Context: an optimization exercise on an open-source flow, tuned for small area. The choices shown serve that exercise and are no tape-out recipe. Function was checked by simulation only, so behaviour that the tests miss may differ from the original.

==> flow/design.v, too long to show whole: its modules and the start of the top module <==
// module complex_multiplier: 1691 lines
// module cm_fa: 4 lines
// module cm_ha: 4 lines
module complex_multiplier #(parameter INPUT_DATA_WIDTH = 16)
    (
        input  wire                                    i_clk,
        input  wire                                    i_rst,
        input  wire signed [INPUT_DATA_WIDTH-1:0]      i_real_h,
        input  wire signed [INPUT_DATA_WIDTH-1:0]      i_imag_h,
        input  wire signed [INPUT_DATA_WIDTH-1:0]      i_real_y,
        input  wire signed [INPUT_DATA_WIDTH-1:0]      i_imag_y,
        output wire signed [INPUT_DATA_WIDTH*2:0]      o_real,
        output reg  signed [INPUT_DATA_WIDTH*2:0]      o_imag
    );
  // ...
==> flow/flow/run.sh <==
#!/bin/bash
# Layout flow: the standard flow (standard.sh), except that
#  - the port buffers use the smallest buffer cell, sky130_fd_sc_hd__buf_1;
#  - clock tree synthesis uses clkbuf_8 buffers and inserts no dummy loads.
set -euo pipefail
echo 'export BUFFER_PORTS_ARGS = -buffer_cell sky130_fd_sc_hd__buf_1' >> config.mk
echo 'export CTS_ARGS = -sink_clustering_enable -repair_clock_nets -buf_list sky130_fd_sc_hd__clkbuf_8 -dont_use_dummy_load' >> config.mk
bash standard.sh > standard.log 2>&1
==> flow/standard.sh <==
#!/bin/bash
# synth_recipe.tcl (not shown) runs the flow's synth.tcl, then flattens the netlist and writes it again
# the make line also repeats each setting of config.mk as NAME=value (left out here)
make -C /OpenROAD-flow-scripts/flow DESIGN_CONFIG=/design/flow/config.mk WORK_HOME=/design/flow/orfs CLKGATE_MAP_FILE= SYNTH_SCRIPT=/design/flow/synth_recipe.tcl "${@:-finish}"
==> flow/config.mk <==
export PLATFORM = sky130hd
export DESIGN_NAME = complex_multiplier
export DESIGN_NICKNAME = complex_multiplier
export VERILOG_FILES = /design/flow/design.v
export SDC_FILE = /design/flow/constraint.sdc
export NUM_CORES = 4
export LEC_CHECK = 0
export ABC_AREA = 1
export CAP_MARGIN = 20
export CORE_MARGIN = 2
export CORE_UTILIZATION = 40
export CTS_BUF_LIST = sky130_fd_sc_hd__clkbuf_8
export SLEW_MARGIN = 20
export SYNTH_HIERARCHICAL = 1
export SYNTH_MINIMUM_KEEP_SIZE = 0
export BUFFER_PORTS_ARGS = -buffer_cell sky130_fd_sc_hd__buf_1
export CTS_ARGS = -sink_clustering_enable -repair_clock_nets -buf_list sky130_fd_sc_hd__clkbuf_8 -dont_use_dummy_load
==> flow/constraint.sdc <==
create_clock -name core_clock -period 10.0 [get_ports {i_clk}]
set_input_delay 2.0000 -clock core_clock [delete_from_list [all_inputs] [get_ports {i_clk}]]
set_output_delay 2.0000 -clock core_clock [all_outputs]
set_load 0.01 [all_outputs]
==> summary.txt, run 1 <==
- Outcome: no timing/DRC/antenna violations
- Largest reg by FF count: o_imag
- Crit-path max FO: 18
- Post-synthesis adder-cell area fraction: 45.3%
- XOR/XNOR share of the synthesized area: between 10 and 15%
- Postcts setup bufs: 0
- Mapped Area: 0.0231 sq mm
- Final Setup Violations: 0
- Residual DRC: 0
- Met1 usage: 31.6%
- Largest family of logic cells by synthesized area: adder cells
- Grt peak-use layer: met2
- Die area: 0.0596 sq mm
- Commonest cells after routing, fill and taps aside: fa_1, xor2_1, o22ai_1, inv_1, dfxtp_1
- Max frequency: 109 MHz
- Final-layout fill cell count: 5555
- 1st-iter DRT viols: between 1500 and 2000
- # Taps: 765
- CP startpoint: b[3]
- Critical R2R Capture: real_q[30]
- Yosys top cell area share: 42.1%
- Place WS: just over 0.8 ns
- Worst Path Required: 10.42 ns
- Most common cell in the synthesized netlist: fa_1
- Largest net degree at the start of global routing: 47
- Area delta synth->final: 5.53%
- Die width: 244 um
- Final min period: between 9 and 10 ns
- Reg2Reg Setup Slack: 0.87 ns
- Worst-margin pin slew: about 1.0 ns
- Num sequential: 165
- Total wire length: 69.2 mm
- Fraction of registers with async set/reset: 0%
- Top post-synthesis cells by area: fa_1, xor2_1, dfxtp_1, o22ai_1, ha_1
- R2R Path Start: b[3]
- Worst Path Class, Setup: flip-flop to flip-flop
==> inputs of run 2 (changes only) <==
--- a/flow/config.mk
+++ b/flow/config.mk
@@ -10,3 +10,3 @@
 export CORE_MARGIN = 2
-export CORE_UTILIZATION = 40
+export CORE_UTILIZATION = 60
 export CTS_BUF_LIST = sky130_fd_sc_hd__clkbuf_8
==> summary.txt, run 2 <==
- Port bufs: approximately 130
- Detailed placement HPWL: 53.4 mm
- R2R Path Start: c[1]
- DP Area: 0.0238 sq mm
- Worst EP arrival: 9.66 ns
- Synth cell types: 34
- Total grt overflow: 0
- Vias in the first global route: 17900
- 1st-iter DRT viols: 1766 (+7.7%)
- Routed len/inst: 24.1 um
- Layout cells sized above 1: 5.65%
- CP Launch Type: flip-flop
- Largest registers: o_imag: 33 flops, real_q: 32 flops
- Post-CTS Hold Fix Bufs: 0
- Placer Congestion: 0.948
- Largest area contributor in the netlist: fa_1
- Initial DRT Pass Iterations: 5
- Top cells by count, synth: fa_1, xor2_1, o22ai_1
- Synthesized instance count: between 2000 and 2500
- Ys flop type: dfxtp_1
- Reg2Reg Setup Slack: 0.75 ns (-0.12 ns)
- Max_slew headroom: 26.8%
- Worst path most repeated cell: fa_1
- Clock Sinks: 165
- Final Setup Violations: 0 (unchanged)
- Worst Hold End: real_q[31]
- TritonCTS clock tree: done
- Final min period: 9.25 ns (+0.115 ns)
- Most common cell in the synthesized netlist: fa_1
- Top post-synthesis cells by area: fa_1, xor2_1, dfxtp_1, o22ai_1, ha_1
- GRT Util Overall: 36.0%
- Setup TNS: 0 ns
- Residual DRC: 0 (unchanged)
- Seq/Total Area, Yosys: around 14%
- Max-Cap Viols: 0
- Initial antenna violation count: 1
- FP Rows: 71
- Count of final max-slew check failures: 0
- CP endpoint kind: flip-flop
- Worst Path Required: 10.42 ns (about the same)
- Boundary Pins: ~130
- Final hold vios: 0
- Min-delay worst type: flip-flop to flip-flop
- First-pass GRT wire length: around 100 mm
- Fraction of registers with async set/reset: 0% (unchanged)
- Worst-case reg-to-reg path depth: 30
- Post-synth EDFFs: 0
- Die area: 0.0400 sq mm (-33%)
- Vias per std cell: 6.19
- Clock buffer count from CTS: 17
- Clock latency on the worst-skew pair: 0.59 ns
- CORE AREA: 0.0378 sq mm
- Crit-path max FO: 17 (-1)
- Outcome: no timing/DRC/antenna violations
- CTS root buffer: clkbuf_8
- Mapped Area: 0.0231 sq mm (unchanged)
- Final period utilization: 92.5%
- Postcts setup bufs: 0 (unchanged)
- Most common cell after layout, fill and taps aside: fa_1
- Die height: 200 um
- Hold path start: r
- Yosys top cell area share: 42.1% (unchanged)
- Initial core utilization: 61.1%
- Die width: 200 um (-18%)
- Largest net degree at the start of global routing: 47 (unchanged)
- CP peak stage delay: around 0.53 ns
- Final-layout fill cell count: 3218 (-42%)
- Max frequency: 108 MHz (-1.2%)
- Hold Path Stages: 3
- Commonest cells after routing, fill and taps aside: fa_1, xor2_1, o22ai_1, inv_1, dfxtp_1
- H-Tree Depth: 4
- Largest reg by FF count: o_imag
- Total wire length: 67.4 mm (-2.5%)
- CTS clk-pin slew, worst paths: 0.08 ns
- Max Clock Skew: 0.0334 ns
- CP max-delay cell: fa_1
- Area delta synth->final: 4.08%
- Worst Path Class, Setup: flip-flop to flip-flop
- Post-CTS sizing: 0
- Via Count: 17300
- RSZ-0062 raised after global routing: no
- YS warnings: 7
- Final net count: 2896
- Antenna Nets Post-Route: 0
- Post-route cell area: 0.0240 sq mm
- Critical R2R Capture: o_imag[30]
- Worst-margin pin slew: 1.10 ns (+0.0866 ns)
- Clk buf depth: 2
- Flops & latches, synth: 165
- Max FFs per register: 33
- Synth Area per Inst: 10.2 sq um
- Syn nets: 2860
-- run 2: cell counts after synthesis --
No cell type changed its count.
-- run 2: kinds of logic (layout without fill, tap and decap cells) --
kind of cell | count (synthesis) | in the layout | share of synthesized area, %
AO/OA/AOI/OAI | 500 | 500 | 13.7
AND/OR/NAND/NOR | 294 | 294 | 5.15
XOR/XNOR | 393 | 393 | 15.0
buffers and inverters | 354 | 388 | 6.52
adder cells (fa/ha/maj) | 544 | 544 | 45.3
flip-flops | 165 | 165 | 14.3
other | 0 | 1 | 0
-- run 2: modules after synthesis (local to each module, per instance) --
module              cells  cell area (sq um)  flip-flops and latches
complex_multiplier   1728              12900                     165
cm_ha                   1               12.5                       0
cm_fa                   1               20.0                       0
-- run 2: worst max-delay path by stage --
stage	start	end	slack (ns)	cells past startpoint
after global placement	b[0]	real_q[30]	0.96	29
after CTS	c[1]	o_imag[30]	0.74	30
after floorplan	c[1]	o_imag[30]	1.38	31
after detailed placement	c[1]	o_imag[30]	0.76	30
final	c[1]	o_imag[30]	0.75	30
after global routing	c[1]	o_imag[30]	0.21	30
-- run 2: final cells by class --
class	instances	area [sq um]	share of cell area (%)
Multi-Input combinational cell	1731	18300	76.1
Antenna cell	1	2.50	0.0104
Sequential cell	165	3300	13.8
Timing Repair Buffer	176	830	3.46
Inverter	195	732	3.05
Tap cell	511	639	2.66
Clock buffer	17	234	0.975
-- run 2: metrics by stage --
stage	util (%)	std cells	hold WS, ns	setup slack (ns)
3_3_place_gp	62.9	2778	0.721	0.956
3_5_place_dp	62.9	2778	0.728	0.763
4_1_cts	63.5	2795	0.742	0.736
6_report	63.6	2796	0.662	0.752
2_1_floorplan	-	2250	0.539	1.38
5_1_grt	63.6	2796	0.706	0.209
-- run 2: critical path, delay by kind of cell (launching register included) --
family	cells	cell delay, ns
buffers and inverters	1	0.07
adders and majority gates	17	6.75
DFF	1	0.36
xor gates and xnor gates	2	0.32
and+or+nand+nor	9	1.41
AOI/OAI and AO/OA	1	0.17
-- run 2: per-layer routing --
metal	GRT usage (%)	routed length, um	vias to the layer above
met5	0	0	-
met1	47.5	26500	8657
met2	53.8	30100	954
met4	26.4	5650	0
li1	-	-	7481
met3	6.10	5270	224
==> inputs of run 3 (changes only) <==
==> flow/flow/run.sh (replaced) <==
#!/bin/bash
# Layout flow: the standard flow (standard.sh), except that
#  - the port buffers use the smallest buffer cell, sky130_fd_sc_hd__buf_1;
#  - clock tree synthesis uses clkbuf_8 buffers and inserts no dummy loads;
#  - timing-driven global placement does not keep the buffers and resizing
#    of its internal timing repair (repair_timing after CTS and global
#    routing still fixes any real violation).
set -euo pipefail
echo 'export BUFFER_PORTS_ARGS = -buffer_cell sky130_fd_sc_hd__buf_1' >> config.mk
echo 'export CTS_ARGS = -sink_clustering_enable -repair_clock_nets -buf_list sky130_fd_sc_hd__clkbuf_8 -dont_use_dummy_load' >> config.mk
echo 'export GPL_KEEP_OVERFLOW = 0' >> config.mk
bash standard.sh > standard.log 2>&1
--- a/flow/config.mk
+++ b/flow/config.mk
@@ -10,3 +10,3 @@
 export CORE_MARGIN = 2
-export CORE_UTILIZATION = 60
+export CORE_UTILIZATION = 40
 export CTS_BUF_LIST = sky130_fd_sc_hd__clkbuf_8
@@ -17 +17,2 @@
 export CTS_ARGS = -sink_clustering_enable -repair_clock_nets -buf_list sky130_fd_sc_hd__clkbuf_8 -dont_use_dummy_load
+export GPL_KEEP_OVERFLOW = 0
==> summary.txt, run 3 <==
- Grt peak-use layer: met2
- Initial antenna violation count: 2 (+1)
- Largest reg by FF count: o_imag
- Placer Congestion: 0.908 (-4.2%)
- RSZ-0062 raised after global routing: no
- Placed insts: 2987 (+7.5%)
- Vias in the first global route: 17700 (-1.1%)
- CP max-delay cell: dfxtp_2
- H-Tree Depth: 4 (unchanged)
- YS warnings: 7 (unchanged)
- Max frequency: 105 MHz (-2.9%)
- Die height: 244 um (+22%)
- Final net count: 2851 (-1.6%)
- Total grt overflow: 0 (unchanged)
- Flops & latches, synth: 165 (unchanged)
- Final Setup Violations: 0 (unchanged)
- Max-Cap Viols: 0 (unchanged)
- Routed len/inst: 22.7 um (-6.0%)
- Post-CTS sizing: 0 (unchanged)
- Max FFs per register: 33 (unchanged)
- Final period utilization: 95.2% (+2.7 points)
- Synthesized instance count: 2250 (unchanged)
- CP Buf/Inv Count: 1 (unchanged)
- Worst path most repeated cell: fa_1
- Synth cell types: 34 (unchanged)
- Final min period: 9.52 ns (+0.271 ns)
- Post-synthesis adder-cell area fraction: 45.3% (unchanged)
- Final-layout fill cell count: 5525 (+72%)
- GRT Util Overall: 23.5% (-12 points)
- Residual DRC: 0 (unchanged)
- Post-route cell area: 0.0240 sq mm (about the same)
- Clock Sinks: 165 (unchanged)
- Met1 usage: 30.1% (-17 points)
- Worst EP arrival: 9.96 ns (+0.30 ns)
- Final hold vios: 0 (unchanged)
- Top cells by count, synth: fa_1, xor2_1, o22ai_1
- Post-CTS Hold Fix Bufs: 0 (unchanged)
- FP Rows: 88 (+24%)
- 1st-iter DRT viols: 1731 (-2.0%)
- Port bufs: 131 (unchanged)
- Worst Path Required: 10.44 ns (+0.02 ns)
- Top cell family by delay on the critical path: adder cells
- Layout cells sized above 1: 4.60% (-1.0 points)
- Yosys top cell area share: 42.1% (unchanged)
- Cell Count, Final, Fillers Out: 3005 (+7.5%)
- Die width: 244 um (+22%)
- Compound-Gate Fraction of Synth Area: 13.7% (unchanged)
- Postcts setup bufs: 0 (unchanged)
- Total wire length: 68.1 mm (+1.0%)
- Largest area contributor in the netlist: fa_1
- Worst Path Class, Setup: flip-flop to flip-flop
- Min-delay worst type: flip-flop to flip-flop
- Syn nets: 2860 (unchanged)
- Boundary Pins: 132 (unchanged)
- Register area: 0.00332 sq mm (+0.61%)
- Commonest cells after routing, fill and taps aside: fa_1, xor2_1, o22ai_1, inv_1, dfxtp_1
- Ys flop type: dfxtp_1
- CP Launch Type: flip-flop
- CTS root buffer: clkbuf_8
- Met2 GRT Util: 37.2% (-17 points)
- Post-layout util: 41.9% (-22 points)
- Outcome: no timing/DRC/antenna violations
- First-pass GRT wire length: 105 mm (+1.1%)
- Initial core utilization: 40.2% (-21 points)
- Clk buf depth: 2 (unchanged)
- Antenna Nets Post-Route: 0 (unchanged)
- Max Clock Skew: 0.0315 ns (-0.00194 ns)
- XOR/XNOR share of the synthesized area: 15.0% (unchanged)
- Initial DRT Pass Iterations: 6 (+1)
- Area delta synth->final: 4.17% (about the same)
- Seq/Total Area, Yosys: 14.3% (unchanged)
- Largest family of logic cells by synthesized area: adder cells
- Largest net degree at the start of global routing: 47 (unchanged)
- Multi-input logic area: 0.0183 sq mm (about the same)
- Via Count: 17200 (-0.68%)
- Most common cell after layout, fill and taps aside: fa_1
- CP peak stage delay: 0.73 ns (+0.20 ns)
- CP endpoint kind: flip-flop
- Vias per std cell: 5.72 (-7.6%)
- Most common cell in the synthesized netlist: fa_1
- Fraction of registers with async set/reset: 0% (unchanged)
- Clock buffer count from CTS: 17 (unchanged)
- Top post-synthesis cells by area: fa_1, xor2_1, dfxtp_1, o22ai_1, ha_1
- Detailed placement HPWL: 54.1 mm (+1.4%)
- Synth Area per Inst: 10.2 sq um (unchanged)
- Post-synth EDFFs: 0 (unchanged)
- Setup TNS: 0 ns (unchanged)
- Clock latency on the worst-skew pair: 0.58 ns (about the same)
- TritonCTS clock tree: done
- Simple-Gate Fraction of Synth Area: 5.15% (unchanged)
- Multiplexer share of the synthesized area: 0% (unchanged)
- Crit-path max FO: 21 (+4)
- CORE AREA: 0.0574 sq mm (+52%)
- Largest registers: o_imag: 33 flops, real_q: 32 flops
- CTS clk-pin slew, worst paths: 0.10 ns (+0.02 ns)
- Die area: 0.0596 sq mm (+49%)
- Met3 Track Usage GR: 4.58% (-1.5 points)
- Count of final max-slew check failures: 0 (unchanged)
- Max_slew headroom: 30.2% (+3.4 points)
- Mapped Area: 0.0231 sq mm (unchanged)
- Worst-margin pin slew: 1.05 ns (-0.0508 ns)
- DP Area: 0.0238 sq mm (about the same)
run 3: per-stage QoR:
step	hold WS (ns)	worst slack (ns)
after floorplan	0.539	1.38
after global placement	0.882	-0.287
after detailed placement	0.677	0.0522
after CTS	0.692	0.0829
after global routing	0.709	0.0271
final	0.679	0.481
run 3: Yosys stat by module (local to each module, per instance):
module / times used / cells inside
complex_multiplier: 1 / 1728
cm_fa: 485 / 1
cm_ha: 37 / 1
run 3: worst reg2reg max path: cells and delay by family (launching register included):
kind | cells | cell delay (ns)
and+or+nand+nor | 7 | 0.72
xor gates and xnor gates | 2 | 0.41
adders and majority gates | 16 | 6.42
DFF | 1 | 0.73
AOI/OAI and AO/OA | 2 | 0.88
buffers and inverters | 1 | 0.23
run 3: layout make-up:
| class | instances | area share, % |
|---|---|---|
| clock buffer | 17 | 0.974 |
| multi-input combinational | 1731 | 76.1 |
| tap | 765 | 3.98 |
| timing repair buffer | 131 | 2.05 |
| sequential | 165 | 13.8 |
| antenna | 1 | 0.0104 |
| inverter | 195 | 3.07 |
run 3: kinds of logic after synthesis:
| group | count (synthesis) |
|---|---|
| and+or+nand+nor | 294 |
| DFF | 165 |
| adders and majority gates | 544 |
| buffers and inverters | 354 |
| xor gates and xnor gates | 393 |
| AOI/OAI and AO/OA | 500 |
run 3: final timing paths:
| kind | from | endpoint | slack [ns] | cells after the start |
|---|---|---|---|---|
| worst max register to register | a[3] | o_imag[30] | 0.48 | 28 |
| worst min-delay path | r | o_imag[28] | 0.68 | 3 |
| worst max-delay path | a[3] | o_imag[30] | 0.48 | 28 |
| worst min register to register | r | o_imag[28] | 0.68 | 3 |
run 3: metal layers:
metal	vias up	part of all wire, %	routed length [um]
met4	2	6.1	4130
li1	7381	-	-
met3	174	8.1	5510
met2	937	47	32100
met1	8705	39	26400
met5	-	0.019	13
==> inputs of run 4 (changes only) <==
==> flow/flow/run.sh (replaced) <==
#!/bin/bash
# Layout flow: the standard flow (standard.sh), except that
#  - the port buffers use the smallest buffer cell, sky130_fd_sc_hd__buf_1;
#  - clock tree synthesis uses a clkbuf_8 root and clkbuf_4 or clkbuf_8 buffers and inserts no dummy loads;
#  - timing-driven global placement does not keep the buffers and resizing
#    of its internal timing repair (repair_timing after CTS and global
#    routing still fixes any real violation).
set -euo pipefail
echo 'export BUFFER_PORTS_ARGS = -buffer_cell sky130_fd_sc_hd__buf_1' >> config.mk
echo "export CTS_ARGS = -sink_clustering_enable -repair_clock_nets -root_buf sky130_fd_sc_hd__clkbuf_8 -buf_list {sky130_fd_sc_hd__clkbuf_4 sky130_fd_sc_hd__clkbuf_8} -dont_use_dummy_load" >> config.mk
echo 'export GPL_KEEP_OVERFLOW = 0' >> config.mk
bash standard.sh > standard.log 2>&1
--- a/flow/config.mk
+++ b/flow/config.mk
@@ -16,3 +16,3 @@
 export BUFFER_PORTS_ARGS = -buffer_cell sky130_fd_sc_hd__buf_1
-export CTS_ARGS = -sink_clustering_enable -repair_clock_nets -buf_list sky130_fd_sc_hd__clkbuf_8 -dont_use_dummy_load
+export CTS_ARGS = -sink_clustering_enable -repair_clock_nets -root_buf sky130_fd_sc_hd__clkbuf_8 -buf_list {sky130_fd_sc_hd__clkbuf_4 sky130_fd_sc_hd__clkbuf_8} -dont_use_dummy_load
 export GPL_KEEP_OVERFLOW = 0
==> summary.txt, run 4 <==
- Residual DRC: 0 (unchanged)
- DP Area: 0.0238 sq mm (unchanged)
- Syn nets: 2860 (unchanged)
- Max Clock Skew: 0.0315 ns (unchanged)
- CP peak stage delay: 0.73 ns (about the same)
- Boundary Pins: 132 (unchanged)
- Final period utilization: 95.2% (unchanged)
- Clock latency on the worst-skew pair: 0.58 ns (about the same)
- Worst Setup Slack, final: 0.481 ns (unchanged)
- Area delta synth->final: 4.17% (unchanged)
- CTS root buffer: clkbuf_8
- Grt peak-use layer: met2
- Vias in the first global route: 17700 (unchanged)
- Most common cell in the synthesized netlist: fa_1
- Place WS: 0.0522 ns (unchanged)
- Vias per std cell: 5.72 (unchanged)
- Worst-margin pin slew: 1.05 ns (unchanged)
- Met1 usage: 30.1% (unchanged)
- Max_slew headroom: 30.2% (unchanged)
- H-Tree Depth: 4 (unchanged)
- RSZ-0062 raised after global routing: no
- Synth cell types: 34 (unchanged)
- Largest reg by FF count: o_imag
- First-pass GRT wire length: 105 mm (unchanged)
- Total wire length: 68.1 mm (unchanged)
- Top post-synthesis cells by area: fa_1, xor2_1, dfxtp_1, o22ai_1, ha_1
- Via Count: 17200 (unchanged)
- Clock buffer count from CTS: 17 (unchanged)
- Postcts setup bufs: 0 (unchanged)
- Commonest cells after routing, fill and taps aside: fa_1, xor2_1, o22ai_1, inv_1, dfxtp_1
- Max frequency: 105 MHz (unchanged)
- Largest area contributor in the netlist: fa_1
- Final Setup Violations: 0 (unchanged)
- Layout cells sized above 1: 4.60% (unchanged)
- Max FFs per register: 33 (unchanged)
- Detailed placement HPWL: 54.1 mm (unchanged)
- Die height: 244 um (unchanged)
- Final hold vios: 0 (unchanged)
- Final min period: 9.52 ns (unchanged)
- Top cell family by delay on the critical path: adder cells
- Top cells by count, synth: fa_1, xor2_1, o22ai_1
- Yosys top cell area share: 42.1% (unchanged)
- Outcome: no timing/DRC/antenna violations
- Ys flop type: dfxtp_1
- Clk buf depth: 2 (unchanged)
- Clock Sinks: 165 (unchanged)
- Initial core utilization: 40.2% (unchanged)
- Die width: 244 um (unchanged)
- Hold Slack: 0.679 ns (unchanged)
- FP Rows: 88 (unchanged)
- Post-route cell area: 0.0240 sq mm (unchanged)
- Die area: 0.0596 sq mm (unchanged)
- Initial antenna violation count: 2 (unchanged)
- Antenna Nets Post-Route: 0 (unchanged)
- Setup TNS: 0 ns (unchanged)
- Worst Path Required: 10.44 ns (about the same)
- Worst path most repeated cell: fa_1
- Routed len/inst: 22.7 um (unchanged)
- Largest net degree at the start of global routing: 47 (unchanged)
- Final net count: 2851 (unchanged)
- GRT Util Overall: 23.5% (unchanged)
- YS warnings: 7 (unchanged)
- CP Launch Type: flip-flop
- CP max-delay cell: dfxtp_2
- Initial DRT Pass Iterations: 6 (unchanged)
- Largest registers: o_imag: 33 flops, real_q: 32 flops
- Synthesized instance count: 2250 (unchanged)
- CP endpoint kind: flip-flop
- Mapped Area: 0.0231 sq mm (unchanged)
- Min-delay worst type: flip-flop to flip-flop
- Port bufs: 131 (unchanged)
- CORE AREA: 0.0574 sq mm (unchanged)
- Post-synth EDFFs: 0 (unchanged)
- CTS clk-pin slew, worst paths: 0.10 ns (about the same)
- CP Buf/Inv Count: 1 (unchanged)
- Crit-path max FO: 21 (unchanged)
- Met3 Track Usage GR: 4.58% (unchanged)
- Total grt overflow: 0 (unchanged)
- Worst EP arrival: 9.96 ns (about the same)
- Count of final max-slew check failures: 0 (unchanged)
- TritonCTS clock tree: done
- Fraction of registers with async set/reset: 0% (unchanged)
- Most common cell after layout, fill and taps aside: fa_1
- Placer Congestion: 0.908 (unchanged)
- Met2 GRT Util: 37.2% (unchanged)
- 1st-iter DRT viols: 1731 (unchanged)
- Synth Area per Inst: 10.2 sq um (unchanged)
- Seq/Total Area, Yosys: 14.3% (unchanged)
- Flops & latches, synth: 165 (unchanged)
- Max-Cap Viols: 0 (unchanged)
- Worst Path Class, Setup: flip-flop to flip-flop
run 4: routing by layer:
| layer | share of wire, % | routed length (um) |
|---|---|---|
| met2 | 47 | 32100 |
| met5 | 0.019 | 13 |
| met4 | 6.1 | 4130 |
| met3 | 8.1 | 5510 |
| met1 | 39 | 26400 |
run 4: per-module statistics from Yosys (local to each module, per instance):
module,times used,cell area [sq um],flops+latches,cells
complex_multiplier,1,12900,165,1728
cm_ha,37,12.5,0,1
cm_fa,485,20.0,0,1
run 4: worst reg2reg max path, delay by kind of cell (launching register included):
kind / cells / cell delay [ns]
fa+ha+maj: 16 / 6.42
compound gates: 2 / 0.88
flops: 1 / 0.73
simple gates: 7 / 0.72
xor+xnor: 2 / 0.41
buf+inv: 1 / 0.23
run 4: cell type report:
class / count / area (sq um)
Multi-Input combinational cell: 1731 / 18300
Clock buffer: 17 / 234
Sequential cell: 165 / 3320
Tap cell: 765 / 957
Antenna cell: 1 / 2.50
Inverter: 195 / 738
Timing Repair Buffer: 131 / 492
Fill cell: 5525 / 33300
run 4: cell families after synthesis:
family                     after synthesis  synth area share (%)
adders and majority gates              544                  45.3
xor gates and xnor gates               393                  15.0
AOI/OAI and AO/OA                      500                  13.7
and+or+nand+nor                        294                  5.15
buffers and inverters                  354                  6.52
DFF                                    165                  14.3
run 4: worst paths after layout:
path	startpoint	slack, ns	cells after the start	endpoint
worst min register to register	r	0.68	3	o_imag[28]
worst max-delay path	a[3]	0.48	28	o_imag[30]
worst max register to register	a[3]	0.48	28	o_imag[30]
worst min-delay path	r	0.68	3	o_imag[28]
run 4: through the flow:
stage                     utilization (%)  instances
after floorplan                         -       2250
after global placement               41.4       2987
after detailed placement             41.4       2987
after CTS                            41.8       3004
after global routing                 41.9       3005
final                                41.9       3005
run 4: repair_timing:
item,4_1_cts,5_1_grt
setup endpoints to repair,0,5
gates resized for setup,0,4
hold buffers,0,0

[static timing again, ports no longer ideal]
The flow's constraints put no driver on any port. The routed layouts listed below were extracted and timed again, unchanged, in two steps. Step 1, drivers: a clkbuf_16 drives i_clk and a buf_2 each remaining input, both assumed. Step 2 adds t to the input delays and takes it off the output delays; t is the mean of the earliest and latest rising clock arrival at the registers after step 1. Input paths then give back, and output paths get back, about the clock's delay inside the block. Slacks: no drivers / after step 1 / after step 2; pairs: no drivers / after step 1.
| run | t, ns | slack for setup (ns) | clock arrival spread, ns |
|---|---|---|---|
| run 1 | 0.623 | 0.867 / 0.867 / 0.867 | 0.042 / 0.043 |
| run 2 | 0.632 | 0.752 / 0.752 / 0.752 | 0.034 / 0.034 |
| run 3 | 0.623 | 0.481 / 0.481 / 0.481 | 0.031 / 0.031 |
| run 4 | 0.623 | 0.481 / 0.481 / 0.481 | 0.031 / 0.031 |
After both steps setup and hold are still met in every run listed.
